Background: an optimization exercise with open tools, aiming at small area and a short achievable clock period. Do not read the settings as production practice.
Function was not checked in any run shown here: the RTL went through the layout flow alone.
Power is estimated from default activity; no workload was simulated.

File: flow/constraint.sdc
create_clock -name core_clock -period 8.0 [get_ports {Pclock}]
set_input_delay 1.6000 -clock core_clock [delete_from_list [all_inputs] [get_ports {Pclock}]]
set_output_delay 1.6000 -clock core_clock [all_outputs]
set_load 0.01 [all_outputs]
File: flow/standard.sh
#!/bin/bash
# synth_recipe.tcl (not shown) runs the flow's synth.tcl, then flattens the netlist and writes it again
# the make line also repeats each setting of config.mk as NAME=value (left out here)
make -C /OpenROAD-flow-scripts/flow DESIGN_CONFIG=/design/flow/config.mk WORK_HOME=/design/flow/orfs CLKGATE_MAP_FILE= SYNTH_SCRIPT=/design/flow/synth_recipe.tcl "${@:-finish}"
File: flow/design.v
module OV7670_gt #(parameter W = 8) (input [W-1:0] a, input [W-1:0] b, output y);
	wire [W:0] g;
	assign g[0] = 1'b0;
	genvar i;
	generate for (i = 0; i < W; i = i + 1) begin : s
		assign g[i+1] = (a[i] & ~b[i]) | ((a[i] | ~b[i]) & g[i]);
	end endgenerate
	assign y = g[W];
endmodule
module OV7670_inc #(parameter W = 8) (input [W-1:0] q, input en, output [W-1:0] y, output all1);
	assign y[0] = q[0] ^ en;
	genvar i;
	generate for (i = 1; i < W; i = i + 1) begin : s
		assign y[i] = q[i] ^ (en & (&q[i-1:0]));
	end endgenerate
	assign all1 = &q;
endmodule
module OV7670_updn #(parameter W = 8) (input [W-1:0] q, input up, input dn, output [W-1:0] y);
	assign y[0] = q[0] ^ (up | dn);
	genvar i;
	generate for (i = 1; i < W; i = i + 1) begin : s
		assign y[i] = q[i] ^ ((up & (&q[i-1:0])) | (dn & ~(|q[i-1:0])));
	end endgenerate
endmodule
module OV7670_col(
	input clk,
	input rst,
	input clr,        
	input vs_rise,
	input fall,       
	input rowclr,     
	input fresh,
	input fire,       
	output reg [11:0] Prom,
	output reg [7:0] Inc,
	output reg [7:0] D,
	output [1:0] shape   
);
	reg [5:0] A;      
	reg [6:0] E;      
	wire fbk = Prom[11] ^ Prom[5] ^ Prom[3] ^ Prom[0] ^ ~|Prom[10:0];
	wire [11:0] prom_n = fire ? {Prom[10:0], fbk} : Prom;
	wire [5:0] a_n;
	wire a_all1;
	OV7670_inc #(6) ia(.q(A), .en(fire), .y(a_n), .all1(a_all1));
	wire [6:0] e_dec;
	OV7670_updn #(7) ue(.q(E), .up(1'b0), .dn(fire), .y(e_dec));
	wire [6:0] e_n = {e_dec[6] ^ (fire & a_all1), e_dec[5:0]};
	wire up = E[6];
	wire dn = ~E[6] & (|E[5:0]);
	wire [7:0] inc_n;
	OV7670_updn #(8) uinc(.q(Inc), .up(up), .dn(dn), .y(inc_n));
	wire inc_is0 = ~|Inc;
	wire inc_is255 = &Inc;
	wire d_is0 = ~|D;
	wire d_zero = fresh | (up & d_is0 & ~inc_is255) | (dn & inc_is0);
	wire d_full = up & inc_is255;
	wire [7:0] d_step;
	OV7670_updn #(8) ud(.q(D), .up(dn), .dn(up), .y(d_step));
	wire inrange = (Inc > 8'd88) & (Inc < 8'd112);
	wire dgt12 = (D > 8'd12);
	assign shape = inrange ? ((fresh | dgt12) ? 2'b10 : 2'b01) : 2'b11;
	always @(posedge clk) begin
		Prom <= clr ? 12'd0 : prom_n;
		A <= (clr | rowclr) ? 6'd0 : a_n;
		if (clr) E <= 7'd0;
		else if (rowclr) E <= {1'b0, A};
		else E <= e_n;
		if (rst) Inc <= 8'd0;
		else if (vs_rise) Inc <= 8'd100;
		else if (fall) Inc <= inc_n;
		if (fall) D <= d_zero ? 8'd0 : d_full ? 8'd255 : d_step;
	end
endmodule
module OV7670(
	input Reset,
	output reg [11:0]  PixelData,
	output [14:0] PAddress,
	output reg WPixel,
	input Pclock,
	input Href,
	input Vsync,
	input [7:0] Data,
	output reg [1:0] Promedio,
	output reg [1:0] Forma
);
	reg Href_prev, VSync_prev, Sync;
	reg [7:0] XPixel, YPixel;
	reg [10:0] PAhi;             
	reg [1:0] fcol;              
	reg fk;                      
	reg rgtg, ggtr;              
	reg [3:0] cM;                
	reg fresh;                   
	reg [2:0] fd;                
	reg gRG, gGR, gRB, gBR, gGB, gBG;  
	assign PAddress = {PAhi, XPixel[3:0]};
	wire vs_rise = Vsync & ~VSync_prev;
	wire fall    = ~Vsync & ~Href & Href_prev;
	wire hi_byte = ~Vsync & Href & ~Sync;
	wire lo_byte = ~Vsync & Href & Sync;
	wire clr = Reset | vs_rise;
	wire [7:0] xp1, yp1;
	wire x_all1, y_all1;
	OV7670_inc #(8) ix(.q(XPixel), .en(1'b1), .y(xp1), .all1(x_all1));
	OV7670_inc #(8) iy(.q(YPixel), .en(1'b1), .y(yp1), .all1(y_all1));
	wire x_ge175 = XPixel[7] & (XPixel[6] | XPixel[5] & (XPixel[4] | (&XPixel[3:0])));
	wire x_gt175 = XPixel[7] & (XPixel[6] | XPixel[5] & XPixel[4]);
	wire y_ge143 = YPixel[7] & (YPixel[6] | YPixel[5] | YPixel[4] | (&YPixel[3:0]));
	wire y_gt143 = YPixel[7] & (YPixel[6] | YPixel[5] | YPixel[4]);
	wire x_out_inc = x_ge175 & ~x_all1;
	wire y_out_inc = y_ge143 & ~y_all1;
	wire pd_zero = ~Vsync & (fall ? y_out_inc : (y_gt143 | (lo_byte ? x_out_inc : x_gt175)));
	wire x_lo15 = &XPixel[3:0];
	wire [6:0] U = PAhi[10:4];
	wire [3:0] L = PAhi[3:0];
	wire [6:0] u_up, u_dn;
	wire u_all1;
	OV7670_inc #(7) iu(.q(U), .en(1'b1), .y(u_up), .all1(u_all1));
	OV7670_updn #(7) du(.q(U), .up(1'b0), .dn(1'b1), .y(u_dn));
	wire [4:0] li = {1'b0, L} + 5'd1;
	wire [6:0] ui = li[4] ? (x_all1 ? U : u_up) : (x_all1 ? u_dn : U);
	wire [10:0] pa_inc = {ui, li[3:0]};
	wire [3:0] x4 = XPixel[7:4];
	wire [3:0] lfs = L + 4'd11 - x4;
	wire [4:0] x4p4 = {1'b0, x4} + 5'd4;
	wire fup;
	OV7670_gt #(5) cfu(.a({1'b0, L}), .b(x4p4), .y(fup));
	wire fdn = ~L[3] & ~L[2] & x4[3] & x4[2] & ((x4[1] & ~L[1]) | ((x4[1] | ~L[1]) & (x4[0] | ~L[0])));
	wire [6:0] uf = fup ? u_up : fdn ? u_dn : U;
	wire [4:0] lf = {1'b0, lfs};
	wire [10:0] pa_fall = y_all1 ? 11'd0 : {uf, lf[3:0]};
	wire xwin = (XPixel >= 8'd38) & (XPixel <= 8'd136);
	wire ywin = (YPixel >= 8'd23) & (YPixel <= 8'd121);
	wire [3:0] dR = Data[7:4];
	wire [3:0] dG = Data[3:0];
	wire d_rgtg, d_ggtr;
	OV7670_gt #(4) c0(.a(dR), .b(dG), .y(d_rgtg));
	OV7670_gt #(4) c1(.a(dG), .b(dR), .y(d_ggtr));
	always @(posedge Pclock) begin
		rgtg <= d_rgtg;
		ggtr <= d_ggtr;
		cM <= d_rgtg ? dR : dG;
	end
	wire armW = Sync & xwin & ywin;
	wire armR = armW & fk & (fcol == 2'd1) & rgtg;
	wire armG = armW & fk & (fcol == 2'd2) & ggtr;
	wire armB = armW & fk & (fcol == 2'd3);
	wire [3:0] cB = Data[7:4];
	wire mgtb, bgtm;
	OV7670_gt #(4) c2(.a(cM), .b(cB), .y(mgtb));
	OV7670_gt #(4) c3(.a(cB), .b(cM), .y(bgtm));
	wire act = Href & ~Vsync;
	wire fireR = act & armR & mgtb;
	wire fireG = act & armG & mgtb;
	wire fireB = act & armB & bgtm;
	wire win = act & armW;
	wire bdom = bgtm;
	wire gdom = ggtr & mgtb;
	wire rdom = rgtg & mgtb;
	wire [1:0] cm = rgtg ? 2'd1 : 2'd2;
	wire mdom = mgtb & (rgtg | ggtr);
	wire sameB = (fcol == 2'd3);
	wire sameM = (fcol == cm);
	wire rowclr = fall & ~VSync_prev;
	wire [11:0] PR, PG, PB;
	wire [7:0] IR, IG, IB, DR, DG, DB;
	wire [1:0] SR, SG, SB;
	OV7670_col colR(.clk(Pclock), .rst(Reset), .clr(clr), .vs_rise(vs_rise), .fall(fall), .rowclr(rowclr), .fresh(fresh), .fire(fireR), .Prom(PR), .Inc(IR), .D(DR), .shape(SR));
	OV7670_col colG(.clk(Pclock), .rst(Reset), .clr(clr), .vs_rise(vs_rise), .fall(fall), .rowclr(rowclr), .fresh(fresh), .fire(fireG), .Prom(PG), .Inc(IG), .D(DG), .shape(SG));
	OV7670_col colB(.clk(Pclock), .rst(Reset), .clr(clr), .vs_rise(vs_rise), .fall(fall), .rowclr(rowclr), .fresh(fresh), .fire(fireB), .Prom(PB), .Inc(IB), .D(DB), .shape(SB));
	wire eRG = (PR == PG);
	wire eRB = (PR == PB);
	wire eGB = (PG == PB);
	wire zR = ~|PR;
	wire zG = ~|PG;
	wire zB = ~|PB;
	reg nRG, nGR, nRB, nBR, nGB, nBG;
	always @(*) begin
		{nRG, nGR, nRB, nBR, nGB, nBG} = {gRG, gGR, gRB, gBR, gGB, gBG};
		if (fd[0]) begin  
			nRG = ~zR & ~gGR;  nGR = zR ? ~zG : gGR & ~eRG;
			nRB = ~zR & ~gBR;  nBR = zR ? ~zB : gBR & ~eRB;
		end
		if (fd[1]) begin  
			nGR = ~zG & ~gRG;  nRG = zG ? ~zR : gRG & ~eRG;
			nGB = ~zG & ~gBG;  nBG = zG ? ~zB : gBG & ~eGB;
		end
		if (fd[2]) begin  
			nBR = ~zB & ~gRB;  nRB = zB ? ~zR : gRB & ~eRB;
			nBG = ~zB & ~gGB;  nGB = zB ? ~zG : gGB & ~eGB;
		end
	end
	wire rwin = nRG & nRB;
	wire gwin = nGR & nGB;
	wire bwin = nBR & nBG;
	wire [1:0] f_shape = rwin ? SR : gwin ? SG : SB;
	wire [1:0] p_n = rwin ? 2'b01 : gwin ? 2'b10 : bwin ? 2'b11 : 2'b00;
	wire [1:0] f_n = (rwin | gwin | bwin) ? f_shape : 2'b00;
	always @(posedge Pclock) begin
		if (Reset) begin
			Href_prev <= 1'b0;
			VSync_prev <= 1'b0;
			Sync <= 1'b0;
			WPixel <= 1'b0;
			XPixel <= 8'd0;
			YPixel <= 8'd0;
			PAhi <= 11'd0;
			PixelData <= 12'd0;
			fcol <= 2'd0;
			fk <= 1'b0;
			fresh <= 1'b1;
			fd <= 3'd0;
			{gRG, gGR, gRB, gBR, gGB, gBG} <= 6'd0;
			Promedio <= 2'd0;
			Forma <= 2'd0;
		end else begin
			Href_prev <= Href;
			VSync_prev <= Vsync;
			Sync <= hi_byte;
			WPixel <= lo_byte;
			if (Vsync | fall) XPixel <= 8'd0;
			else if (lo_byte) XPixel <= xp1;
			if (Vsync) YPixel <= 8'd0;
			else if (fall) YPixel <= yp1;
			if (Vsync) PAhi <= 11'd0;
			else if (fall) PAhi <= pa_fall;
			else if (lo_byte & x_lo15) PAhi <= pa_inc;
			if (pd_zero) PixelData <= 12'd0;
			else begin
				if (hi_byte) PixelData[11:4] <= Data;
				if (lo_byte) PixelData[3:0] <= Data[7:4];
			end
			if (win & bdom) begin
				fcol <= (sameB & fk) ? 2'd0 : 2'd3;
				fk <= sameB & ~fk;
			end else if (win & mdom) begin
				fcol <= (sameM & fk) ? 2'd0 : cm;
				fk <= sameM & ~fk;
			end
			fd <= {fireB, fireG, fireR};
			if (vs_rise) {gRG, gGR, gRB, gBR, gGB, gBG} <= 6'd0;
			else {gRG, gGR, gRB, gBR, gGB, gBG} <= {nRG, nGR, nRB, nBR, nGB, nBG};
			if (vs_rise) fresh <= 1'b1;
			else if (fall) fresh <= 1'b0;
			if (vs_rise) begin
				Promedio <= p_n;
				Forma <= f_n;
			end
		end
	end
endmodule
File: flow/config.mk
export PLATFORM = sky130hd
export DESIGN_NAME = OV7670
export DESIGN_NICKNAME = OV7670
export VERILOG_FILES = /design/flow/design.v
export SDC_FILE = /design/flow/constraint.sdc
export NUM_CORES = 4
export LEC_CHECK = 0
export CAP_MARGIN = 10
export CORE_MARGIN = 2
export CORE_UTILIZATION = 40
export CTS_BUF_LIST = sky130_fd_sc_hd__clkbuf_4 sky130_fd_sc_hd__clkbuf_8
export SETUP_SLACK_MARGIN = 5
export SLEW_MARGIN = 10
File: flow/flow/run.sh
#!/bin/bash
# The standard layout, with plain buffers (instead of the default delay
# buffer) on the input and output ports.
set -euo pipefail
bash standard.sh 'BUFFER_PORTS_ARGS=-buffer_cell sky130_fd_sc_hd__buf_2' finish > standard.log 2>&1
==> out/metrics.csv, run 1 <==
stage;metric;value;unit
status;status;finished clean;
floorplanning;initial core utilization;41.0;%
critical_path;Required @ worst endpoint;8370;ps
synthesis;Yosys warnings;2;
place;Post-DP HPWL;15.9;mm
timing;Tcrit/Tclk final;38.2;%
synthesis;most frequent cell after synthesis;dfxtp_1;
place;I/O Buffers;43;
floorplanning;IO Count;44;
timing;unrepaired setup endpoints after global routing;true;
route;Post-DRT Antenna Nets;0;
place;Inst Count DP;1543;
critical_path;nature of the critical path endpoint;flip-flop;
critical_path;Reg2Reg Setup Slack;5240;ps
route;Vias/cell;5.38;
clock_tree;clock slew at reported path FFs;110;ps
critical_path;CP startpoint kind;input pin;
critical_path;CP startpoint;Data[5];
global_routing;initial antenna violation count;0;
critical_path;CP endpoint;colB.E[1];
critical_path;crit path DAT;3430;ps
power;Pleak;4.53;nW
cells_and_area;Area Overhead vs Synth;14.2;%
global_routing;largest net degree at the start of global routing;52;
power;sw power;432;uW
global_routing;GRT Util Overall;17.8;%
route;drt first pass iters;5;
power;Cell Pwr Density;149;mW/mm2
power;Combinational Power Share;7.0;%
clock_tree;CTS tree;built;
cells_and_area;Post-Layout Cell Count;1605;
timing;Fin Setup TNS;0;ps
synthesis;cells after synthesis;1227;
timing;# setup viols final;0;
synthesis;Yosys top cell area share;31.9;%
cells_and_area;post-route cell area;0.0118;mm2
timing;final hold vios;0;
floorplanning;DIE HEIGHT;165;um
clock_tree;Num CTS Buffers;17;
clock_tree;CTS H-tree lvls;4;
clock_tree;worst-skew pair later-pin latency;470;ps
timing;Worst Skew;23.2;ps
critical_path;critical path class;input pin to flip-flop;
global_routing;first-pass GRT wire length;39.3;mm
critical_path;critical path peak fanout;7;
synthesis;largest area contributor in the synthesized netlist;dfxtp_1;
cells_and_area;storage element area;0.00402;mm2
cells_and_area;final core occ;46.8;%
synthesis;Post-synth top flop;dfxtp_1;
floorplanning;Rows;58;
route;final wirelength;23.8;mm
critical_path;start of the worst register-to-register path;colR.Prom[10];
synthesis;Avg Cell Area, Syn;8.43;um2
power;Max VDD drop;0.0000941;V
floorplanning;die area;0.0272;mm2
timing;fin worst setup slack;4940;ps
synthesis;#FFs+latches synth;189;
synthesis;fraction of registers with async set/reset;0;%
synthesis;synth cell count leaders;dfxtp_1 (165), nor2_1 (152), a21oi_1 (110), nand2_1 (110), xnor2_1 (67);
place;GP Congestion;0.841;
clock_tree;Clk Tree Root Cell;clkbuf_8;
synthesis;Synth area leaders;dfxtp_1 (32%), edfxtp_1 (7.0%), xnor2_1 (5.7%);
clock_tree;clock sink count;189;
synthesis;synthesized cell area;0.0103;mm2
run;max-cap violations;0;
floorplanning;core footprint;0.0253;mm2
power;Final Total Pwr;1.76;mW
synthesis;sequential cell area fraction in the yosys report;38.9;%
timing;Worst-Margin Slew;966;ps
cells_and_area;share of layout cells above drive strength 1;13.4;%
cells_and_area;antenna cells;0;
cells_and_area;number of fill cells;2465;
timing;Hold Slack;464;ps
timing;Tmin final;3060;ps
worst_hold_path;HP Class;flip-flop to flip-flop;
global_routing;total gr overflow;0;
critical_path;worst reg2reg path endpoint;Forma[0];
timing;Max Fclk;327;MHz
clock_tree;hold_buf cts;0;
timing;Slew Viols, Final;0;
place;pre-CTS setup slack;3280;ps
global_routing;number of global-route vias before repair;7900;
power;Seq pwr share;56.3;%
synthesis;Yosys cell types;71;
timing;worst relative slew slack;34.6;%
floorplanning;DIE WIDTH;165;um
power;Sw Share;24.6;%
clock_tree;clk buf depth;2;
route;WL/cell;14.8;um
synthesis;Post-Syn Nets;1274;
cells_and_area;Multi-input gate area;0.00618;mm2
power;internal power;1.32;mW
critical_path;FF-to-FF path depth;8;
route;drt drc;0;
route;Iter 0 DRT Violations;601;
cells_and_area;Nets;1311;
power;clock network power share;36.7;%
place;Placed Area;0.0109;mm2
route;total number of vias;8640;
synthesis;Post-synth EDFFs;24;
metal layers:
metal	part of all wire (%)	GRT usage, %	wire length, um	vias to the layer above
li1	-	-	-	4375
met1	49	24.3	11700	4087
met2	45	28.9	10800	151
met3	4.1	2.91	977	27
met4	1.3	5.06	301	0
met5	0	0	0	-
worst min-delay path by stage:
stage,to,from,cells after the start
2_1_floorplan,YPixel[1],YPixel[1],2
3_3_place_gp,PixelData[0],PixelData[0],2
3_5_place_dp,PixelData[2],PixelData[2],2
4_1_cts,PixelData[2],PixelData[2],2
5_1_grt,PixelData[2],PixelData[2],2
6_report,PixelData[2],PixelData[2],2
cell usage in the layout, fill, tap and decap left out, types with 24 or more instances in the layout:
cell      count
buf_2        42
xnor2_1      64
ha_1         28
nor2_1      147
inv_1        46
xor2_1       57
nand2_1     106
mux2i_1      45
a21oi_1     107
nor3_1       25
o21ai_0      52
dfxtp_1     165
edfxtp_1     24
nand3_1      33
flip-flops by register name, summed over array words and instances (netlist names), 3 cells and up:
| signal | count |
|---|---|
| PAhi | 11 |
| PixelData | 12 |
| XPixel | 8 |
| YPixel | 8 |
| cM | 4 |
| colB.A | 6 |
| colB.D | 8 |
| colB.E | 7 |
| colB.Inc | 8 |
| colB.Prom | 12 |
| colG.A | 6 |
| colG.D | 8 |
| colG.E | 7 |
| colG.Inc | 8 |
| colG.Prom | 12 |
| colR.A | 6 |
| colR.D | 8 |
| colR.E | 7 |
| colR.Inc | 8 |
| colR.Prom | 12 |
| fd | 3 |
logic make-up after synthesis:
| logic type | after synthesis | synth area share (%) |
|---|---|---|
| and+or+nand+nor | 463 | 22.1 |
| AOI/OAI and AO/OA | 249 | 14.2 |
| DFF | 189 | 38.9 |
| xor gates and xnor gates | 125 | 10.7 |
| buffers and inverters | 114 | 4.61 |
| muxes | 48 | 4.67 |
| adders and majority gates | 39 | 4.77 |
critical path, cell delays in order:
cell and delay [ps]:
buf_2 150, nor2b_1 160, o31ai_1 90, a21o_1 190, maj3_2 400, nand4_4 200
buf_6 140, inv_6 40, ha_4 140, xnor2_1 120, a211oi_1 220
cell type report:
cell class,count,area share (%)
multi-input cells,927,52.3
flip-flops and latches,189,34.1
repair buffers,81,5.10
well taps,330,3.50
clock buffers,21,2.39
inverters,48,1.63
clock inverters,9,0.964
power by group through the flow:
stage                     Clock [mW]  Combinational, mW  Sequential, mW
after CTS                      0.662              0.116           0.988
after global routing           0.701              0.136           0.992
final                          0.644              0.123           0.989
after detailed placement           0              0.111            1.01
after floorplan                    0             0.0798            1.01
after global placement             0              0.110            1.01
repair_timing:
action,4_1_cts,5_1_grt
setup buffers,17,11
cloned,3,1
endpoints found under the hold margin,0,0
resized for setup,32,18
pin swaps,25,19
endpoints found under the setup margin,146,97
==> inputs of run 2 (changes only) <==
--- a/flow/design.v
+++ b/flow/design.v
@@ -89,8 +89,6 @@
 	reg [10:0] PAhi;             
 	reg [1:0] fcol;              
 	reg fk;                      
-	reg rgtg, ggtr;              
-	reg [3:0] cM;                
 	reg fresh;                   
 	reg [2:0] fd;                
 	reg gRG, gGR, gRB, gBR, gGB, gBG;  
@@ -132,16 +130,12 @@
 	wire [10:0] pa_fall = y_all1 ? 11'd0 : {uf, lf[3:0]};
 	wire xwin = (XPixel >= 8'd38) & (XPixel <= 8'd136);
 	wire ywin = (YPixel >= 8'd23) & (YPixel <= 8'd121);
-	wire [3:0] dR = Data[7:4];
-	wire [3:0] dG = Data[3:0];
-	wire d_rgtg, d_ggtr;
-	OV7670_gt #(4) c0(.a(dR), .b(dG), .y(d_rgtg));
-	OV7670_gt #(4) c1(.a(dG), .b(dR), .y(d_ggtr));
-	always @(posedge Pclock) begin
-		rgtg <= d_rgtg;
-		ggtr <= d_ggtr;
-		cM <= d_rgtg ? dR : dG;
-	end
+	wire [3:0] cR = PixelData[11:8];
+	wire [3:0] cG = PixelData[7:4];
+	wire rgtg, ggtr;
+	OV7670_gt #(4) c0(.a(cR), .b(cG), .y(rgtg));
+	OV7670_gt #(4) c1(.a(cG), .b(cR), .y(ggtr));
+	wire [3:0] cM = rgtg ? cR : cG;
 	wire armW = Sync & xwin & ywin;
 	wire armR = armW & fk & (fcol == 2'd1) & rgtg;
 	wire armG = armW & fk & (fcol == 2'd2) & ggtr;
==> run 2 against run 1 <==
Synthesized area grew 0.17%. Die area up 0.17%. Register-to-register slack got worse by 260 ps. Wire length is 9.8% higher. Largest cell class unchanged.
==> out/metrics.csv, run 2 <==
stage;metric;value;unit;change
route;final wirelength;26.1;mm;+9.8%
route;total number of vias;9054;;+4.8%
timing;Max Fclk;300;MHz;-8.4%
critical_path;CP cell instances;buf_12, nand3b_1, a311oi_2, o311ai_4, or2_4, buf_6, buf_6, nor3_4, buf_6, nand2_8, buf_6, o21ai_4, a21oi_2;;
route;Post-DRT Antenna Nets;0;;unchanged
clock_tree;Clk Tree Root Cell;clkbuf_8;;
clock_tree;hold_buf cts;0;;unchanged
critical_path;Worst path max stage delay;280;ps;-120 ps
clock_tree;clk buf depth;2;;unchanged
timing;Fin Setup TNS;0;ps;unchanged
clock_tree;clock slew at reported path FFs;100;ps;about the same
critical_path;Required @ worst endpoint;8350;ps;-20 ps
timing;# setup viols final;0;;unchanged
global_routing;number of global-route vias before repair;8384;;+6.1%
power;Final Total Pwr;1.76;mW;+0.23%
global_routing;initial antenna violation count;0;;unchanged
critical_path;CP top delay family;simple AND/OR/NAND/NOR gates;;
place;GP Congestion;0.866;;+2.9%
timing;unrepaired setup endpoints after global routing;true;;
power;Cell Pwr Density;145;mW/mm2;-2.7%
synthesis;main combinational cell family by area after synthesis;simple AND/OR/NAND/NOR gates;;
critical_path;CP startpoint kind;input pin;;
synthesis;sequential cell area fraction in the yosys report;37.7;%;-1.2 points
synthesis;Yosys cell types;76;;+7.0%
cells_and_area;most frequent cells in the layout;dfxtp_1 (159), nand2_1 (135), nor2_1 (132), a21oi_1 (113), xor2_1 (82);;
clock_tree;clock sink count;183;;-3.2%
global_routing;first-pass GRT wire length;42.0;mm;+6.9%
timing;worst relative slew slack;35.4;%;+0.87 points
synthesis;Post-synth top flop;dfxtp_1;;
critical_path;critical path class;input pin to flip-flop;;
timing;Slew Viols, Final;0;;unchanged
floorplanning;initial core utilization;40.9;%;-0.048 points
floorplanning;DIE HEIGHT;165;um;about the same
synthesis;Synth Area in Simple Gates;23.7;%;+1.6 points
power;Max VDD drop;0.000127;V;+35%
synthesis;Yosys top cell area share;30.7;%;-1.2 points
power;Pleak;4.42;nW;-2.5%
global_routing;GRT Util Overall;19.0;%;+1.2 points
clock_tree;CTS H-tree lvls;4;;unchanged
timing;Worst Skew;17.9;ps;-5.33 ps
worst_hold_path;hold path depth;2;;unchanged
power;sw power;465;uW;+7.5%
place;Post-DP HPWL;17.0;mm;+6.9%
synthesis;multiplexer share of the synthesized area;1.76;%;-2.9 points
cells_and_area;Area Overhead vs Synth;17.4;%;
global_routing;largest net degree at the start of global routing;62;;+19%
critical_path;Most common cell on crit path;buf_6;;
route;WL/cell;15.7;um;+6.2%
clock_tree;CTS tree;built;;
route;Iter 0 DRT Violations;727;;+21%
route;highest metal used;met4;;
route;Vias/cell;5.45;;+1.3%
synthesis;#FFs+latches synth;183;;-3.2%
synthesis;Post-synth EDFFs;24;;unchanged
synthesis;fraction of registers with async set/reset;0;%;unchanged
route;drt first pass iters;5;;unchanged
clock_tree;Num CTS Buffers;17;;unchanged
synthesis;cells after synthesis;1281;;+4.4%
floorplanning;die area;0.0272;mm2;+0.17%
route;Metal-1 WL;12.1;mm;+3.0%
cells_and_area;final core occ;48.0;%;+1.3 points
status;status;finished clean;;
power;Sw Share;26.4;%;+1.8 points
synthesis;area fraction in compound gates after synthesis;16.5;%;+2.3 points
worst_hold_path;HP Class;flip-flop to flip-flop;;
synthesis;Yosys warnings;2;;unchanged
critical_path;critical path depth in cells;13;;+2
synthesis;post-synthesis xor/xnor area fraction;10.8;%;+0.10 points
timing;Worst-Margin Slew;964;ps;-1.93 ps
place;I/O Buffers;43;;unchanged
timing;Tmin final;3340;ps;+280 ps
clock_tree;worst-skew pair later-pin latency;470;ps;about the same
cells_and_area;Post-Layout Cell Count;1660;;+3.4%
global_routing;total gr overflow;0;;unchanged
route;drt drc;0;;unchanged
synthesis;Synth area leaders;dfxtp_1 (31%), edfxtp_1 (7.0%), xor2_1 (6.9%);;
synthesis;synthesized cell area;0.0104;mm2;+0.17%
cells_and_area;Nets;1364;;+4.0%
route;DR WL met2;12.7;mm;+18%
timing;Tcrit/Tclk final;41.7;%;+3.5 points
critical_path;FF-to-FF path depth;14;;+6
floorplanning;Rows;58;;unchanged
synthesis;synth cell count leaders;dfxtp_1 (159), nand2_1 (159), a21oi_1 (136), nor2_1 (134), xor2_1 (82);;
power;Seq pwr share;54.3;%;-2.0 points
cells_and_area;post-route cell area;0.0122;mm2;+3.1%
critical_path;WP buf/inv;5;;+2
place;Placed Area;0.0109;mm2;-0.39%
critical_path;slowest stage cell, crit path;a311oi_2;;
synthesis;adder-cell share of the synthesized area;5.06;%;+0.29 points
synthesis;Post-Syn Nets;1328;;+4.2%
route;DR WL met3;1.03;mm;+5.2%
place;Inst Count DP;1589;;+3.0%
timing;final hold vios;0;;unchanged
floorplanning;DIE WIDTH;165;um;about the same
power;internal power;1.29;mW;-2.2%
critical_path;critical path peak fanout;4;;-3
cells_and_area;commonest non-fill, non-tap cell in the layout;dfxtp_1;;
cells_and_area;antenna cells;0;;unchanged
synthesis;largest area contributor in the synthesized netlist;dfxtp_1;;
synthesis;Avg Cell Area, Syn;8.09;um2;-4.1%
floorplanning;core footprint;0.0253;mm2;+0.29%
run;max-cap violations;0;;unchanged
power;clock network power share;37.4;%;+0.7 points
floorplanning;IO Count;44;;unchanged
cells_and_area;share of layout cells above drive strength 1;17.4;%;+4.0 points
power;Combinational Power Share;8.2;%;+1.2 points
critical_path;nature of the critical path endpoint;flip-flop;;
critical_path;crit path DAT;3690;ps;+260 ps
## run 2: cell types whose count changed after synthesis, sizes merged, moves of 7 or more
cell and change:
xor2 +25, mux2i -30, xnor2 -21, nand2 +48, clkbuf +10, nand2b +10, nor2b +7, a21oi +26
nor2 -18, o21ai -11, nor3 -14
## run 2: cell type report
type / count / area (um2)
Tap cell: 330 / 413
Multi-Input combinational cell: 985 / 6580
Timing Repair Buffer: 88 / 701
Inverter: 42 / 164
Clock buffer: 20 / 263
Sequential cell: 183 / 3900
Fill cell: 2404 / 13200
Clock inverter: 12 / 141
## run 2: through the flow
step | hold slack, ps | worst slack, ps
3_3_place_gp | 459 | 3530
4_1_cts | 467 | 4760
3_5_place_dp | 455 | 3380
2_1_floorplan | 453 | 4440
6_report | 462 | 4660
5_1_grt | 494 | 4640
## run 2: kinds of logic after synthesis
family | Yosys count
and+or+nand+nor | 510
AOI/OAI and AO/OA | 284
DFF | 183
xor gates and xnor gates | 128
adders and majority gates | 42
buffers and inverters | 116
muxes | 18
## run 2: worst min-delay path, stage by stage, from the launching register on
cell	delay, ps
dfxtp_1	320
nand2_1	50
a21oi_1	50
## run 2: worst paths after layout
path	from	to	slack, ps
hold / removal	PixelData[2]	PixelData[2]	460
setup reg to reg	XPixel[6]	colG.A[4]	4980
setup / recovery	Vsync	colG.A[4]	4660
hold reg to reg	PixelData[2]	PixelData[2]	460
## run 2: timing repair
item	in CTS	in global routing
gates resized for setup	88	50
gates cloned	3	2
setup buffers	28	6
endpoints found under the hold margin	0	0
endpoints found under the setup margin	145	95
pin swaps	30	27
## run 2: metal layers
metal,global-route usage [%],vias to the layer above
met5,0,-
met2,32.7,184
met3,2.86,30
met4,4.51,0
met1,25.0,4285
li1,-,4555
## run 2: power groups by stage
stage	Combinational (mW)	Clock, mW	Sequential, mW
after floorplan	0.0895	0	0.974
after global placement	0.122	0	0.977
after detailed placement	0.122	0	0.977
after CTS	0.141	0.675	0.956
after global routing	0.159	0.711	0.958
final	0.145	0.659	0.956
==> inputs of run 3 (changes only) <==
--- a/flow/design.v
+++ b/flow/design.v
@@ -34,20 +34,27 @@
 	output reg [11:0] Prom,
 	output reg [7:0] Inc,
 	output reg [7:0] D,
-	output [1:0] shape   
+	output [1:0] shape,  
+	output [11:0] prom_step  
 );
 	reg [5:0] A;      
 	reg [6:0] E;      
 	wire fbk = Prom[11] ^ Prom[5] ^ Prom[3] ^ Prom[0] ^ ~|Prom[10:0];
-	wire [11:0] prom_n = fire ? {Prom[10:0], fbk} : Prom;
+	assign prom_step = {Prom[10:0], fbk};
+	wire [11:0] prom_n = fire ? prom_step : Prom;
 	wire [5:0] a_n;
 	wire a_all1;
 	OV7670_inc #(6) ia(.q(A), .en(fire), .y(a_n), .all1(a_all1));
 	wire [6:0] e_dec;
-	OV7670_updn #(7) ue(.q(E), .up(1'b0), .dn(fire), .y(e_dec));
-	wire [6:0] e_n = {e_dec[6] ^ (fire & a_all1), e_dec[5:0]};
-	wire up = E[6];
-	wire dn = ~E[6] & (|E[5:0]);
+	OV7670_updn #(7) ue(.q(E), .up(1'b0), .dn(1'b1), .y(e_dec));
+	wire [6:0] E1 = {e_dec[6] ^ a_all1, e_dec[5:0]};
+	wire [6:0] e_n = fire ? E1 : E;
+	wire up0 = E[6];
+	wire dn0 = ~E[6] & (|E[5:0]);
+	wire up1 = E1[6];
+	wire dn1 = ~E1[6] & (|E1[5:0]);
+	wire up = fire ? up1 : up0;
+	wire dn = fire ? dn1 : dn0;
 	wire [7:0] inc_n;
 	OV7670_updn #(8) uinc(.q(Inc), .up(up), .dn(dn), .y(inc_n));
 	wire inc_is0 = ~|Inc;
@@ -64,7 +71,7 @@
 		Prom <= clr ? 12'd0 : prom_n;
 		A <= (clr | rowclr) ? 6'd0 : a_n;
 		if (clr) E <= 7'd0;
-		else if (rowclr) E <= {1'b0, A};
+		else if (rowclr) E <= {1'b0, a_n};
 		else E <= e_n;
 		if (rst) Inc <= 8'd0;
 		else if (vs_rise) Inc <= 8'd100;
@@ -89,8 +96,8 @@
 	reg [10:0] PAhi;             
 	reg [1:0] fcol;              
 	reg fk;                      
+	reg [1:0] cls;               
 	reg fresh;                   
-	reg [2:0] fd;                
 	reg gRG, gGR, gRB, gBR, gGB, gBG;  
 	assign PAddress = {PAhi, XPixel[3:0]};
 	wire vs_rise = Vsync & ~VSync_prev;
@@ -132,57 +139,52 @@
 	wire ywin = (YPixel >= 8'd23) & (YPixel <= 8'd121);
 	wire [3:0] cR = PixelData[11:8];
 	wire [3:0] cG = PixelData[7:4];
-	wire rgtg, ggtr;
+	wire [3:0] cB = Data[7:4];
+	wire rgtg, ggtr, mgtb, bgtm;
 	OV7670_gt #(4) c0(.a(cR), .b(cG), .y(rgtg));
 	OV7670_gt #(4) c1(.a(cG), .b(cR), .y(ggtr));
 	wire [3:0] cM = rgtg ? cR : cG;
-	wire armW = Sync & xwin & ywin;
-	wire armR = armW & fk & (fcol == 2'd1) & rgtg;
-	wire armG = armW & fk & (fcol == 2'd2) & ggtr;
-	wire armB = armW & fk & (fcol == 2'd3);
-	wire [3:0] cB = Data[7:4];
-	wire mgtb, bgtm;
 	OV7670_gt #(4) c2(.a(cM), .b(cB), .y(mgtb));
 	OV7670_gt #(4) c3(.a(cB), .b(cM), .y(bgtm));
-	wire act = Href & ~Vsync;
-	wire fireR = act & armR & mgtb;
-	wire fireG = act & armG & mgtb;
-	wire fireB = act & armB & bgtm;
-	wire win = act & armW;
-	wire bdom = bgtm;
-	wire gdom = ggtr & mgtb;
-	wire rdom = rgtg & mgtb;
-	wire [1:0] cm = rgtg ? 2'd1 : 2'd2;
-	wire mdom = mgtb & (rgtg | ggtr);
-	wire sameB = (fcol == 2'd3);
-	wire sameM = (fcol == cm);
+	wire win = lo_byte & xwin & ywin;
+	wire [1:0] cls_n = ~win ? 2'd0 : bgtm ? 2'd3 : (mgtb & rgtg) ? 2'd1 : (mgtb & ggtr) ? 2'd2 : 2'd0;
+	wire same = (fcol == cls);
+	wire fireR = (cls == 2'd1) & same & fk;
+	wire fireG = (cls == 2'd2) & same & fk;
+	wire fireB = (cls == 2'd3) & same & fk;
 	wire rowclr = fall & ~VSync_prev;
 	wire [11:0] PR, PG, PB;
 	wire [7:0] IR, IG, IB, DR, DG, DB;
 	wire [1:0] SR, SG, SB;
-	OV7670_col colR(.clk(Pclock), .rst(Reset), .clr(clr), .vs_rise(vs_rise), .fall(fall), .rowclr(rowclr), .fresh(fresh), .fire(fireR), .Prom(PR), .Inc(IR), .D(DR), .shape(SR));
-	OV7670_col colG(.clk(Pclock), .rst(Reset), .clr(clr), .vs_rise(vs_rise), .fall(fall), .rowclr(rowclr), .fresh(fresh), .fire(fireG), .Prom(PG), .Inc(IG), .D(DG), .shape(SG));
-	OV7670_col colB(.clk(Pclock), .rst(Reset), .clr(clr), .vs_rise(vs_rise), .fall(fall), .rowclr(rowclr), .fresh(fresh), .fire(fireB), .Prom(PB), .Inc(IB), .D(DB), .shape(SB));
-	wire eRG = (PR == PG);
-	wire eRB = (PR == PB);
-	wire eGB = (PG == PB);
+	wire [11:0] NR, NG, NB;
+	OV7670_col colR(.clk(Pclock), .rst(Reset), .clr(clr), .vs_rise(vs_rise), .fall(fall), .rowclr(rowclr), .fresh(fresh), .fire(fireR), .Prom(PR), .Inc(IR), .D(DR), .shape(SR), .prom_step(NR));
+	OV7670_col colG(.clk(Pclock), .rst(Reset), .clr(clr), .vs_rise(vs_rise), .fall(fall), .rowclr(rowclr), .fresh(fresh), .fire(fireG), .Prom(PG), .Inc(IG), .D(DG), .shape(SG), .prom_step(NG));
+	OV7670_col colB(.clk(Pclock), .rst(Reset), .clr(clr), .vs_rise(vs_rise), .fall(fall), .rowclr(rowclr), .fresh(fresh), .fire(fireB), .Prom(PB), .Inc(IB), .D(DB), .shape(SB), .prom_step(NB));
+	wire [11:0] Nx = (fcol == 2'd1) ? NR : (fcol == 2'd2) ? NG : NB;
+	reg eNR, eNG, eNB, zN;
+	always @(posedge Pclock) begin
+		eNR <= (Nx == PR);
+		eNG <= (Nx == PG);
+		eNB <= (Nx == PB);
+		zN <= ~|Nx;
+	end
 	wire zR = ~|PR;
 	wire zG = ~|PG;
 	wire zB = ~|PB;
 	reg nRG, nGR, nRB, nBR, nGB, nBG;
 	always @(*) begin
 		{nRG, nGR, nRB, nBR, nGB, nBG} = {gRG, gGR, gRB, gBR, gGB, gBG};
-		if (fd[0]) begin  
-			nRG = ~zR & ~gGR;  nGR = zR ? ~zG : gGR & ~eRG;
-			nRB = ~zR & ~gBR;  nBR = zR ? ~zB : gBR & ~eRB;
-		end
-		if (fd[1]) begin  
-			nGR = ~zG & ~gRG;  nRG = zG ? ~zR : gRG & ~eRG;
-			nGB = ~zG & ~gBG;  nBG = zG ? ~zB : gBG & ~eGB;
-		end
-		if (fd[2]) begin  
-			nBR = ~zB & ~gRB;  nRB = zB ? ~zR : gRB & ~eRB;
-			nBG = ~zB & ~gGB;  nGB = zB ? ~zG : gGB & ~eGB;
+		if (fireR) begin
+			nRG = ~zN & ~gGR;  nGR = zN ? ~zG : gGR & ~eNG;
+			nRB = ~zN & ~gBR;  nBR = zN ? ~zB : gBR & ~eNB;
+		end
+		if (fireG) begin
+			nGR = ~zN & ~gRG;  nRG = zN ? ~zR : gRG & ~eNR;
+			nGB = ~zN & ~gBG;  nBG = zN ? ~zB : gBG & ~eNB;
+		end
+		if (fireB) begin
+			nBR = ~zN & ~gRB;  nRB = zN ? ~zR : gRB & ~eNR;
+			nBG = ~zN & ~gGB;  nGB = zN ? ~zG : gGB & ~eNG;
 		end
 	end
 	wire rwin = nRG & nRB;
@@ -204,7 +206,7 @@
 			fcol <= 2'd0;
 			fk <= 1'b0;
 			fresh <= 1'b1;
-			fd <= 3'd0;
+			cls <= 2'd0;
 			{gRG, gGR, gRB, gBR, gGB, gBG} <= 6'd0;
 			Promedio <= 2'd0;
 			Forma <= 2'd0;
@@ -225,14 +227,18 @@
 				if (hi_byte) PixelData[11:4] <= Data;
 				if (lo_byte) PixelData[3:0] <= Data[7:4];
 			end
-			if (win & bdom) begin
-				fcol <= (sameB & fk) ? 2'd0 : 2'd3;
-				fk <= sameB & ~fk;
-			end else if (win & mdom) begin
-				fcol <= (sameM & fk) ? 2'd0 : cm;
-				fk <= sameM & ~fk;
+			cls <= cls_n;
+			if (cls != 2'd0) begin
+				if (same & fk) begin
+					fcol <= 2'd0;
+					fk <= 1'b0;
+				end else if (same) begin
+					fk <= 1'b1;
+				end else begin
+					fcol <= cls;
+					fk <= 1'b0;
+				end
 			end
-			fd <= {fireB, fireG, fireR};
 			if (vs_rise) {gRG, gGR, gRB, gBR, gGB, gBG} <= 6'd0;
 			else {gRG, gGR, gRB, gBR, gGB, gBG} <= {nRG, nGR, nRB, nBR, nGB, nBG};
 			if (vs_rise) fresh <= 1'b1;
==> run 3 against run 2 <==
Design area is 2.9% higher. Sequential share of layout area is 0.38 points lower. Synthesized area grew 7.6%. Critical path depth down 5. Wire length is 4.0% higher. Global-route usage fell by 0.19 points. Die area increased by 7.4%. Combinational power decreased by 23%. Count of clock-buffer cells in the layout shrank 1. Utilization decreased by 2.7 points.
==> out/metrics.csv, run 3 <==
stage;metric;value;unit;change
power;sw power;456;uW;-2.0%
cells_and_area;Area Overhead vs Synth;12.3;%;
cells_and_area;antenna cells;0;;unchanged
synthesis;Yosys top cell area share;29.1;%;-1.6 points
synthesis;Synth area leaders;dfxtp_1 (29%), xnor2_1 (6.5%), edfxtp_1 (6.5%);;
floorplanning;Rows;61;;+5.2%
timing;Max Fclk;340;MHz;+13%
route;Vias/cell;5.40;;-1.1%
synthesis;fraction of registers with async set/reset;0;%;unchanged
cells_and_area;share of layout cells above drive strength 1;13.8;%;-3.7 points
global_routing;number of global-route vias before repair;8987;;+7.2%
synthesis;most frequent cell after synthesis;nand2_1;;
place;GP Congestion;0.878;;+1.5%
synthesis;multiplexer share of the synthesized area;2.81;%;+1.0 points
power;Seq pwr share;56.4;%;+2.1 points
timing;Fin Setup TNS;0;ps;unchanged
cells_and_area;most frequent cells in the layout;nand2_1 (165), dfxtp_1 (159), nor2_1 (127), a21oi_1 (115), xnor2_1 (83);;
timing;# setup viols final;0;;unchanged
worst_hold_path;HP Class;flip-flop to flip-flop;;
synthesis;sequential cell area fraction in the yosys report;35.6;%;-2.1 points
timing;fin worst setup slack;5060;ps;+397 ps
synthesis;synth cell count leaders;nand2_1 (168), dfxtp_1 (162), nor2_1 (135), a21oi_1 (125), xnor2_1 (83);;
synthesis;largest area contributor in the synthesized netlist;dfxtp_1;;
power;Sw Share;26.6;%;+0.19 points
cells_and_area;commonest non-fill, non-tap cell in the layout;nand2_1;;
synthesis;post-synthesis xor/xnor area fraction;10.8;%;+0.022 points
clock_tree;worst-skew pair later-pin latency;480;ps;about the same
cells_and_area;Nets;1434;;+5.1%
clock_tree;CTS tree;built;;
timing;unrepaired setup endpoints after global routing;true;;
route;drt first pass iters;7;;+2
route;Post-DRT Antenna Nets;0;;unchanged
timing;Slew Viols, Final;0;;unchanged
synthesis;adder-cell share of the synthesized area;5.59;%;+0.53 points
power;Cell Pwr Density;137;mW/mm2;-5.4%
power;clock network power share;37.0;%;-0.4 points
floorplanning;initial core utilization;40.3;%;-0.56 points
synthesis;area fraction in compound gates after synthesis;17.3;%;+0.80 points
power;internal power;1.26;mW;-2.9%
synthesis;Avg Cell Area, Syn;8.11;um2;+0.24%
floorplanning;core footprint;0.0276;mm2;+9.1%
synthesis;Yosys warnings;2;;unchanged
synthesis;Yosys cell types;80;;+5.3%
global_routing;GRT Util Overall;18.8;%;-0.19 points
critical_path;nature of the critical path endpoint;flip-flop;;
critical_path;critical path class;input pin to flip-flop;;
timing;Tmin final;2940;ps;-397 ps
status;status;finished clean;;
synthesis;Synth Area in Simple Gates;22.8;%;-0.87 points
run;max-cap violations;0;;unchanged
clock_tree;clock slew at reported path FFs;110;ps;about the same
critical_path;CP startpoint kind;input pin;;
floorplanning;die area;0.0292;mm2;+7.4%
route;total number of vias;9529;;+5.2%
floorplanning;DIE HEIGHT;171;um;+3.6%
global_routing;first-pass GRT wire length;44.8;mm;+6.7%
power;Combinational Power Share;6.5;%;-1.7 points
synthesis;cells after synthesis;1375;;+7.3%
synthesis;Post-Syn Nets;1434;;+8.0%
critical_path;crit path DAT;3320;ps;-370 ps
synthesis;Post-synth EDFFs;24;;unchanged
critical_path;critical path peak fanout;34;;+30
place;I/O Buffers;43;;unchanged
route;WL/cell;15.4;um;-2.3%
timing;final hold vios;0;;unchanged
floorplanning;IO Count;44;;unchanged
global_routing;total gr overflow;0;;unchanged
clock_tree;Num CTS Buffers;17;;unchanged
synthesis;main combinational cell family by area after synthesis;simple AND/OR/NAND/NOR gates;;
place;Post-DP HPWL;18.0;mm;+5.7%
critical_path;Required @ worst endpoint;8370;ps;+20 ps
route;drt drc;0;;unchanged
global_routing;largest net degree at the start of global routing;44;;-29%
place;pre-CTS setup slack;3660;ps;+280 ps
power;Max VDD drop;0.0000966;V;-24%
timing;worst relative slew slack;39.2;%;+3.8 points
power;Pleak;4.30;nW;-2.7%
timing;Worst-Margin Slew;908;ps;-56.8 ps
route;Iter 0 DRT Violations;646;;-11%
synthesis;Post-synth top flop;dfxtp_1;;
clock_tree;clock sink count;186;;+1.6%
clock_tree;CTS H-tree lvls;4;;unchanged
floorplanning;DIE WIDTH;171;um;+3.6%
clock_tree;clk buf depth;2;;unchanged
global_routing;initial antenna violation count;0;;unchanged
clock_tree;Clk Tree Root Cell;clkbuf_8;;
route;final wirelength;27.1;mm;+4.0%
synthesis;synthesized cell area;0.0111;mm2;+7.6%
synthesis;#FFs+latches synth;186;;+1.6%
timing;Tcrit/Tclk final;36.8;%;-5.0 points
timing;Worst Skew;15.6;ps;-2.31 ps
-- run 3: final cells by class --
cell class | instances | area [um2]
repair inverters | 1 | 5.00
clock buffers | 19 | 249
flip-flops and latches | 186 | 3970
inverters | 57 | 226
fillers | 2755 | 15100
well taps | 378 | 473
repair buffers | 64 | 419
multi-input cells | 1048 | 7040
clock inverters | 13 | 139
-- run 3: cells by family after synthesis --
logic type      Yosys count
flops                   186
fa+ha+maj                49
mux                      31
simple gates            530
xor+xnor                138
buf+inv                 142
compound gates          299
-- run 3: final timing paths --
check	from	slack, ps	to	cells after the start
min	PixelData[0]	470	PixelData[0]	2
max reg2reg	colB.E[1]	5100	colB.D[6]	11
min reg2reg	PixelData[0]	470	PixelData[0]	2
max	Vsync	5060	PAhi[9]	8
-- run 3: routing by layer --
layer | up-vias | track usage [%] | wire (um)
met4 | 0 | 6.08 | 440
met2 | 188 | 29.3 | 12200
met5 | - | 0 | 0
li1 | 4826 | - | -
met3 | 35 | 3.31 | 1260
met1 | 4480 | 26.3 | 13200
-- run 3: critical path: stages --
cell and delay, ps:
buf_2 160, or3b_1 410, buf_12 200, o31ai_4 350
mux2_4 340, nand2_2 60, xor2_1 140, nor2_1 50
-- run 3: timing repair --
item                       in CTS  in global routing
hold buffers                    0                  0
pin swaps                       3                 12
setup endpoints to repair     136                116
resized for setup              33                 35
cloned                          1                  2
buffers inserted                7                  9
-- run 3: power groups by stage --
stage / clock, mW / combinational, mW / sequential, mW
after floorplan: 0 / 0.0802 / 0.985
after global placement: 0 / 0.102 / 0.988
after detailed placement: 0 / 0.103 / 0.988
after CTS: 0.655 / 0.106 / 0.966
after global routing: 0.689 / 0.125 / 0.969
final: 0.634 / 0.112 / 0.967
-- run 3: through the flow --
step	std cells	area [um2]	hold slack (ps)	util, %	total power, mW
floorplan	1375	11400	453	-	1.07
global placement	1715	11700	443	42.3	1.09
detailed placement	1715	11700	448	42.3	1.09
CTS	1755	12300	470	44.4	1.73
global route	1766	12500	494	45.3	1.78
finish	1766	12500	465	45.3	1.71
==> inputs of run 4 (changes only) <==
--- a/flow/design.v
+++ b/flow/design.v
@@ -160,14 +160,11 @@
 	OV7670_col colR(.clk(Pclock), .rst(Reset), .clr(clr), .vs_rise(vs_rise), .fall(fall), .rowclr(rowclr), .fresh(fresh), .fire(fireR), .Prom(PR), .Inc(IR), .D(DR), .shape(SR), .prom_step(NR));
 	OV7670_col colG(.clk(Pclock), .rst(Reset), .clr(clr), .vs_rise(vs_rise), .fall(fall), .rowclr(rowclr), .fresh(fresh), .fire(fireG), .Prom(PG), .Inc(IG), .D(DG), .shape(SG), .prom_step(NG));
 	OV7670_col colB(.clk(Pclock), .rst(Reset), .clr(clr), .vs_rise(vs_rise), .fall(fall), .rowclr(rowclr), .fresh(fresh), .fire(fireB), .Prom(PB), .Inc(IB), .D(DB), .shape(SB), .prom_step(NB));
-	wire [11:0] Nx = (fcol == 2'd1) ? NR : (fcol == 2'd2) ? NG : NB;
-	reg eNR, eNG, eNB, zN;
-	always @(posedge Pclock) begin
-		eNR <= (Nx == PR);
-		eNG <= (Nx == PG);
-		eNB <= (Nx == PB);
-		zN <= ~|Nx;
-	end
+	wire [11:0] Nx = (cls == 2'd1) ? NR : (cls == 2'd2) ? NG : NB;
+	wire eNR = (Nx == PR);
+	wire eNG = (Nx == PG);
+	wire eNB = (Nx == PB);
+	wire zN = ~|Nx;
 	wire zR = ~|PR;
 	wire zG = ~|PG;
 	wire zB = ~|PB;
==> flow/config.mk (replaced) <==
export PLATFORM = sky130hd
export DESIGN_NAME = OV7670
export DESIGN_NICKNAME = OV7670
export VERILOG_FILES = /design/flow/design.v
export SDC_FILE = /design/flow/constraint.sdc
export NUM_CORES = 4
export LEC_CHECK = 0
export CAP_MARGIN = 20
export CORE_MARGIN = 2
export CORE_UTILIZATION = 40
export SETUP_SLACK_MARGIN = 5
export SLEW_MARGIN = 20
==> run 4 against run 3 <==
Die area down 0.60%. Design area is 5.5% higher. Via count is 1.5% lower. Final cell count about the same. Critical path type is now flip-flop to flip-flop. Critical endpoint is now Forma[1]. Largest power group unchanged.
==> out/metrics.csv, run 4 <==
stage;metric;value;unit;change
status;status;finished clean;;
floorplanning;die area;0.0290;mm2;-0.60%
synthesis;post-synthesis xor/xnor area fraction;12.6;%;+1.8 points
clock_tree;hold_buf cts;0;;unchanged
clock_tree;clk buf depth;2;;unchanged
synthesis;multiplexer share of the synthesized area;1.92;%;-0.89 points
route;final wirelength;26.9;mm;-0.95%
floorplanning;initial core utilization;40.9;%;+0.53 points
timing;worst relative slew slack;41.4;%;+2.2 points
timing;# setup viols final;0;;unchanged
critical_path;CP startpoint kind;flip-flop;;
power;Cell Pwr Density;144;mW/mm2;+5.3%
run;max-cap violations;0;;unchanged
route;drt first pass iters;7;;unchanged
power;Max VDD drop;0.000127;V;+32%
synthesis;area fraction in compound gates after synthesis;16.1;%;-1.2 points
timing;Worst Skew;13.1;ps;-2.50 ps
synthesis;largest area contributor in the synthesized netlist;dfxtp_1;;
route;total number of vias;9382;;-1.5%
synthesis;Post-synth top flop;dfxtp_1;;
timing;Fin Setup TNS;0;ps;unchanged
clock_tree;Num CTS Buffers;17;;unchanged
global_routing;GRT Util Overall;18.6;%;-0.23 points
clock_tree;clock slew at reported path FFs;70;ps;-40 ps
synthesis;Yosys warnings;2;;unchanged
global_routing;number of global-route vias before repair;8792;;-2.2%
critical_path;Reg2Reg Setup Slack;5040;ps;-60 ps
synthesis;adder-cell share of the synthesized area;5.71;%;+0.13 points
place;GP Congestion;0.887;;+1.0%
synthesis;main combinational cell family by area after synthesis;simple AND/OR/NAND/NOR gates;;
cells_and_area;commonest non-fill, non-tap cell in the layout;nand2_1;;
critical_path;critical path peak fanout;5;;-85%
global_routing;initial antenna violation count;0;;unchanged
cells_and_area;antenna cells;0;;unchanged
synthesis;sequential cell area fraction in the yosys report;35.1;%;-0.50 points
critical_path;nature of the critical path endpoint;flip-flop;;
route;drt drc;0;;unchanged
clock_tree;Clk Tree Root Cell;clkbuf_16;;
power;Final Total Pwr;1.90;mW;+11%
clock_tree;worst-skew pair later-pin latency;430;ps;-50 ps
timing;Slew Viols, Final;0;;unchanged
critical_path;critical path class;flip-flop to flip-flop;;
place;Post-DP HPWL;17.4;mm;-3.3%
global_routing;largest net degree at the start of global routing;50;;+14%
timing;unrepaired setup endpoints after global routing;true;;
timing;Max Fclk;338;MHz;-0.56%
cells_and_area;share of layout cells above drive strength 1;19.3;%;+5.6 points
timing;Worst-Margin Slew;875;ps;-32.7 ps
synthesis;Yosys cell types;88;;+10%
timing;final hold vios;0;;unchanged
floorplanning;Rows;60;;-1.6%
worst_hold_path;HP Class;flip-flop to flip-flop;;
timing;Tmin final;2960;ps;+16.7 ps
route;Vias/cell;5.32;;-1.5%
critical_path;crit path DAT;3270;ps;-50 ps
synthesis;synth cell count leaders;nand2_1 (170), nor2_1 (159), dfxtp_1 (158), a21oi_1 (114), xnor2_1 (88);;
power;Pleak;4.69;nW;+9.2%
floorplanning;IO Count;44;;unchanged
cells_and_area;Nets;1439;;+0.35%
timing;Tcrit/Tclk final;37.0;%;+0.21 points
floorplanning;DIE WIDTH;170;um;-0.30%
synthesis;cells after synthesis;1339;;-2.6%
floorplanning;DIE HEIGHT;170;um;-0.30%
route;Iter 0 DRT Violations;662;;+2.5%
critical_path;Required @ worst endpoint;8310;ps;-60 ps
global_routing;total gr overflow;0;;unchanged
floorplanning;core footprint;0.0271;mm2;-1.9%
place;I/O Buffers;43;;unchanged
cells_and_area;most frequent cells in the layout;nand2_1 (167), nor2_1 (156), dfxtp_1 (144), a21oi_1 (111), xnor2_1 (83);;
synthesis;Avg Cell Area, Syn;8.27;um2;+2.1%
synthesis;Post-Syn Nets;1398;;-2.5%
synthesis;fraction of registers with async set/reset;0;%;unchanged
clock_tree;CTS tree;built;;
global_routing;first-pass GRT wire length;44.1;mm;-1.5%
synthesis;most frequent cell after synthesis;nand2_1;;
route;Post-DRT Antenna Nets;0;;unchanged
clock_tree;CTS H-tree lvls;4;;unchanged
clock_tree;clock sink count;182;;-2.2%
synthesis;Yosys top cell area share;28.5;%;-0.54 points
synthesis;Post-synth EDFFs;24;;unchanged
cells_and_area;Area Overhead vs Synth;19.2;%;
synthesis;Synth Area in Simple Gates;23.3;%;+0.50 points
route;WL/cell;15.2;um;-0.90%
synthesis;synthesized cell area;0.0111;mm2;-0.62%
synthesis;#FFs+latches synth;182;;-2.2%
synthesis;Synth area leaders;dfxtp_1 (29%), xnor2_1 (7.0%), edfxtp_1 (6.5%);;
==> run 4: cell types whose count changed in the layout (fill, tap and decap cells not counted), sizes merged, moves of 11 or more <==
cell,delta
buf,+27
nor2,+24
a211oi,-13
nor2b,-12
nor4,-12
a21oi,-11
or3b,+11
==> run 4: final cells by class <==
class,count,area [um2]
Fill cell,2509,13900
Multi-Input combinational cell,1029,7380
Sequential cell,182,3910
Timing Repair Buffer,90,599
Tap cell,372,465
Clock buffer,19,443
Inverter,57,251
Clock inverter,13,144
Timing Repair inverter,3,15.0
==> run 4: timing repair <==
action,in CTS,in global routing
endpoints found under the setup margin,131,108
gates cloned,5,0
resized for setup,50,100
pin swaps,8,42
setup buffers,10,34
==> run 4: routing by layer <==
metal | track usage, % | wire length (um)
met1 | 25.2 | 12800
met2 | 30.2 | 12600
met3 | 3.16 | 1040
met4 | 5.72 | 440
met5 | 0 | 0
==> run 4: logic make-up (layout without fill, tap and decap cells) <==
family / Yosys count / in the layout
and+or+nand+nor: 538 / 540
xor gates and xnor gates: 153 / 153
DFF: 182 / 182
buffers and inverters: 130 / 182
adders and majority gates: 50 / 50
muxes: 21 / 21
AOI/OAI and AO/OA: 265 / 265
==> run 4: critical path, cell delays in order, from the launching register on <==
cell and delay (ps):
dfxtp_1 390, nor3_1 380, nand3_2 230, xor2_4 240, a221o_1 380, a2111oi_4 410, buf_4 190, nor4_2 40
a31oi_1 190, nor2_2 80, o21ai_2 220, o31ai_1 110
==> run 4: per-stage QoR <==
step	util, %	setup slack (ps)	hold slack (ps)	area [um2]	instances
after floorplan	-	4920	453	11200	1339
after global placement	42.3	3270	442	11500	1684
after detailed placement	42.3	3020	446	11500	1684
after CTS	45.9	4990	455	12400	1731
after global routing	48.7	4940	482	13200	1765
final	48.7	5040	454	13200	1765
==> run 4: final timing paths <==
path	to	startpoint	cells after the start
max	Forma[1]	colR.Prom[6]	11
min	PixelData[1]	PixelData[1]	2
max reg2reg	Forma[1]	colR.Prom[6]	11
min reg2reg	PixelData[1]	PixelData[1]	2
==> run 4: power breakdown <==
part           internal (mW)  switching [mW]  total [mW]
registers              0.932          0.0134       0.946
logic                 0.0432          0.0643       0.108
clock network          0.473           0.376       0.849
total                   1.45           0.454        1.90
==> inputs of run 5 (changes only) <==
==> flow/flow/run.sh (replaced) <==
#!/bin/bash
# The standard layout, with plain buffers (instead of the default delay
# buffer) on the input and output ports, and timing repair aimed at a
# setup slack of 5.5 ns.
set -euo pipefail
bash standard.sh 'BUFFER_PORTS_ARGS=-buffer_cell sky130_fd_sc_hd__buf_2' SETUP_SLACK_MARGIN=5.5 finish > standard.log 2>&1
==> run 5 against run 4 <==
Design area rose by 17%. Clock skew rose by 1.9 ps. Final cell count rose by 5.8%. Largest cell class unchanged. Clock power rose by 3.1%. Utilization rose by 8.0 points. Register-to-register slack improved by 40 ps. Setup slack improved by 35 ps. Die area did not move. Global-route usage rose by 2.9 points. Critical path depth rose by 3. Critical path type unchanged. Non-clock buffer count rose by 98.
==> out/metrics.csv, run 5 <==
stage;metric;value;unit;change
synthesis;main combinational cell family by area after synthesis;simple AND/OR/NAND/NOR gates;;
synthesis;Synth area leaders;dfxtp_1 (29%), xnor2_1 (7.0%), edfxtp_1 (6.5%);;
floorplanning;Rows;60;;unchanged
synthesis;cells after synthesis;1339;;unchanged
timing;Tcrit/Tclk final;36.5;%;-0.44 points
clock_tree;CTS H-tree lvls;4;;unchanged
place;GP Congestion;0.857;;-3.4%
cells_and_area;Nets;1541;;+7.1%
place;pre-CTS setup slack;3920;ps;+901 ps
synthesis;Yosys cell types;88;;unchanged
synthesis;multiplexer share of the synthesized area;1.92;%;unchanged
run;max-cap violations;0;;unchanged
global_routing;first-pass GRT wire length;50.1;mm;+13%
critical_path;FF-to-FF path depth;14;;+3
cells_and_area;Post-Layout Cell Count;1867;;+5.8%
floorplanning;core footprint;0.0271;mm2;unchanged
route;Vias/cell;5.45;;+2.4%
place;I/O Buffers;43;;unchanged
synthesis;synthesized cell area;0.0111;mm2;unchanged
clock_tree;CTS tree;built;;
synthesis;Post-synth top flop;dfxtp_1;;
clock_tree;Num CTS Buffers;17;;unchanged
critical_path;nature of the critical path endpoint;flip-flop;;
synthesis;adder-cell share of the synthesized area;5.71;%;unchanged
clock_tree;worst-skew pair later-pin latency;440;ps;about the same
timing;worst relative slew slack;58.4;%;+17 points
cells_and_area;share of layout cells above drive strength 1;36.0;%;+17 points
synthesis;Avg Cell Area, Syn;8.27;um2;unchanged
route;Post-DRT Antenna Nets;0;;unchanged
route;drt drc;0;;unchanged
synthesis;fraction of registers with async set/reset;0;%;unchanged
power;Max VDD drop;0.000145;V;+14%
worst_hold_path;HP Class;flip-flop to flip-flop;;
timing;Worst-Margin Slew;623;ps;-252 ps
route;Iter 0 DRT Violations;641;;-3.2%
timing;fin worst setup slack;5080;ps;+35.3 ps
cells_and_area;antenna cells;0;;unchanged
synthesis;Post-synth EDFFs;24;;unchanged
synthesis;#FFs+latches synth;182;;unchanged
synthesis;synth cell count leaders;nand2_1 (170), nor2_1 (159), dfxtp_1 (158), a21oi_1 (114), xnor2_1 (88);;
timing;Slew Viols, Final;0;;unchanged
timing;Fin Setup TNS;0;ps;unchanged
cells_and_area;final core occ;56.8;%;+8.0 points
critical_path;CP startpoint kind;flip-flop;;
synthesis;most frequent cell after synthesis;nand2_1;;
critical_path;worst reg2reg path endpoint;Forma[1];;
route;total number of vias;10167;;+8.4%
timing;Worst Skew;15.1;ps;+1.95 ps
critical_path;start of the worst register-to-register path;cls[0];;
timing;Max Fclk;342;MHz;+1.2%
route;final wirelength;31.2;mm;+16%
clock_tree;Clk Tree Root Cell;clkbuf_16;;
timing;Tmin final;2920;ps;-35.3 ps
floorplanning;initial core utilization;40.9;%;unchanged
power;Pleak;5.52;nW;+18%
power;Final Total Pwr;1.98;mW;+3.9%
synthesis;Yosys top cell area share;28.5;%;unchanged
critical_path;critical path class;flip-flop to flip-flop;;
status;status;finished clean;;
floorplanning;IO Count;44;;unchanged
critical_path;Reg2Reg Setup Slack;5080;ps;+40 ps
route;drt first pass iters;5;;-2
timing;# setup viols final;0;;unchanged
critical_path;Required @ worst endpoint;8310;ps;about the same
synthesis;Yosys warnings;2;;unchanged
cells_and_area;Area Overhead vs Synth;38.9;%;
global_routing;GRT Util Overall;21.4;%;+2.9 points
synthesis;area fraction in compound gates after synthesis;16.1;%;unchanged
synthesis;Post-Syn Nets;1398;;unchanged
cells_and_area;commonest non-fill, non-tap cell in the layout;nand2_1;;
critical_path;crit path DAT;3230;ps;-40 ps
floorplanning;DIE WIDTH;170;um;unchanged
timing;unrepaired setup endpoints after global routing;true;;
critical_path;critical path peak fanout;6;;+1
clock_tree;clock slew at reported path FFs;70;ps;about the same
cells_and_area;most frequent cells in the layout;nand2_1 (157), nor2_1 (134), dfxtp_1 (107), buf_4 (101), a21oi_1 (84);;
clock_tree;clk buf depth;2;;unchanged
cells_and_area;number of fill cells;2317;;-7.7%
power;Cell Pwr Density;128;mW/mm2;-11%
global_routing;number of global-route vias before repair;9766;;+11%
global_routing;total gr overflow;0;;unchanged
route;WL/cell;16.7;um;+9.8%
floorplanning;die area;0.0290;mm2;unchanged
synthesis;largest area contributor in the synthesized netlist;dfxtp_1;;
floorplanning;DIE HEIGHT;170;um;unchanged
timing;final hold vios;0;;unchanged
global_routing;largest net degree at the start of global routing;61;;+22%
worst_hold_path;hold path depth;2;;unchanged
clock_tree;hold_buf cts;0;;unchanged
synthesis;post-synthesis xor/xnor area fraction;12.6;%;unchanged
synthesis;Synth Area in Simple Gates;23.3;%;unchanged
worst_hold_path;hold_sp;PixelData[3];;
worst_hold_path;Hold Path Sink;PixelData[3];;
synthesis;sequential cell area fraction in the yosys report;35.1;%;unchanged
clock_tree;clock sink count;182;;unchanged
global_routing;initial antenna violation count;0;;unchanged
place;Post-DP HPWL;18.3;mm;+5.2%
place;Inst Count DP;1685;;+0.059%
## run 5: logic make-up after synthesis
logic type | Yosys count
AO/OA/AOI/OAI | 265
XOR/XNOR | 153
adder cells (fa/ha/maj) | 50
buffers and inverters | 130
flip-flops | 182
multiplexers | 21
AND/OR/NAND/NOR | 538
## run 5: report_power, final
group / total (mW) / switching, mW / leakage, nW / internal (mW)
logic: 0.157 / 0.0839 / 3.69 / 0.0732
clock network: 0.875 / 0.388 / 0.296 / 0.487
registers: 0.944 / 0.0145 / 1.53 / 0.929
total: 1.98 / 0.486 / 5.52 / 1.49
## run 5: cell type report
| type | count | area, um2 | area share, % |
|---|---|---|---|
| multi-input cells | 1032 | 8170 | 53.1 |
| flip-flops and latches | 182 | 3990 | 25.9 |
| repair buffers | 188 | 1860 | 12.1 |
| clock buffers | 22 | 505 | 3.29 |
| well taps | 372 | 465 | 3.02 |
| inverters | 57 | 250 | 1.63 |
| clock inverters | 10 | 109 | 0.707 |
| repair inverters | 4 | 42.5 | 0.276 |
## run 5: worst max path at each step
| stage | from | end | slack, ps | cells past startpoint |
|---|---|---|---|---|
| 2_1_floorplan | Vsync | PixelData[4] | 4920 | 10 |
| 3_3_place_gp | cls[0] | colR.D[7] | 4010 | 11 |
| 3_5_place_dp | cls[0] | colB.D[6] | 3920 | 9 |
| 4_1_cts | colR.E[1] | colR.D[7] | 5070 | 12 |
| 5_1_grt | cls[0] | Forma[1] | 4940 | 14 |
| 6_report | cls[0] | Forma[1] | 5080 | 14 |
## run 5: through the flow
stage                     cell area (um2)  hold slack, ps
after floorplan                     11700             453
after global placement              11900             442
after detailed placement            11900             447
after CTS                           14500             462
after global routing                15400             485
final                               15400             462
## run 5: worst max-delay path: stages (launching register included)
cell and delay (ps):
dfxtp_4 390, xor2_4 190, buf_12 140, buf_4 140
o211ai_4 240, buf_4 170, xor2_1 190, nand4_1 230
a2111oi_4 350, buf_4 170, nor4_2 40, a31oi_2 160
nor2_2 90, o21ai_4 180, o31ai_1 100
## run 5: timing repair
item                       4_1_cts  5_1_grt
gates resized for setup        247      120
cloned                           9        1
pin swaps                       76       84
buffers inserted               106       34
setup endpoints to repair      227      131
## run 5: metal layers
| layer | part of all wire [%] | global-route usage [%] | wire length [um] |
|---|---|---|---|
| met3 | 4.1 | 3.67 | 1280 |
| met4 | 1.8 | 5.95 | 566 |
| met2 | 49 | 36.0 | 15300 |
| met5 | 0 | 0 | 0 |
| met1 | 45 | 28.4 | 14100 |

==> afterwards: timing with drivers on the ports <==
In the flow no input, the clock included, has a driving cell. The finished layouts below were timed again as built, in two steps. Step 1, drivers: a clkbuf_16 drives Pclock and a buf_2 each remaining input, both assumed. Step 2, shift: input delay + t, output delay - t, t = (earliest + latest rising clock arrival at the registers) / 2. This alone moves slack from input paths to output paths. Three values: ideal ports, drivers, drivers and shift; two values: the first two.
run | t (ns) | setup slack, ns | worst hold slack (ns) | worst register clock-pin slew, ns
run 1 | 0.500 | 4.941 / 4.947 / 4.447 | 0.464 / 0.464 / 0.464 | 0.11 / 0.11
run 2 | 0.503 | 4.661 / 4.652 / 4.149 | 0.462 / 0.462 / 0.462 | 0.11 / 0.11
run 3 | 0.514 | 5.058 / 5.073 / 4.560 | 0.465 / 0.465 / 0.465 | 0.11 / 0.11
run 4 | 0.476 | 5.042 / 5.042 / 4.654 | 0.454 / 0.454 / 0.454 | 0.07 / 0.07
run 5 | 0.479 | 5.077 / 5.077 / 4.845 | 0.462 / 0.462 / 0.462 | 0.08 / 0.08
After both steps setup and hold are still met in every run listed. For run 2, which loses most, drivers alone change the setup slack by -0.009 ns; drivers and shift together by -0.512 ns.
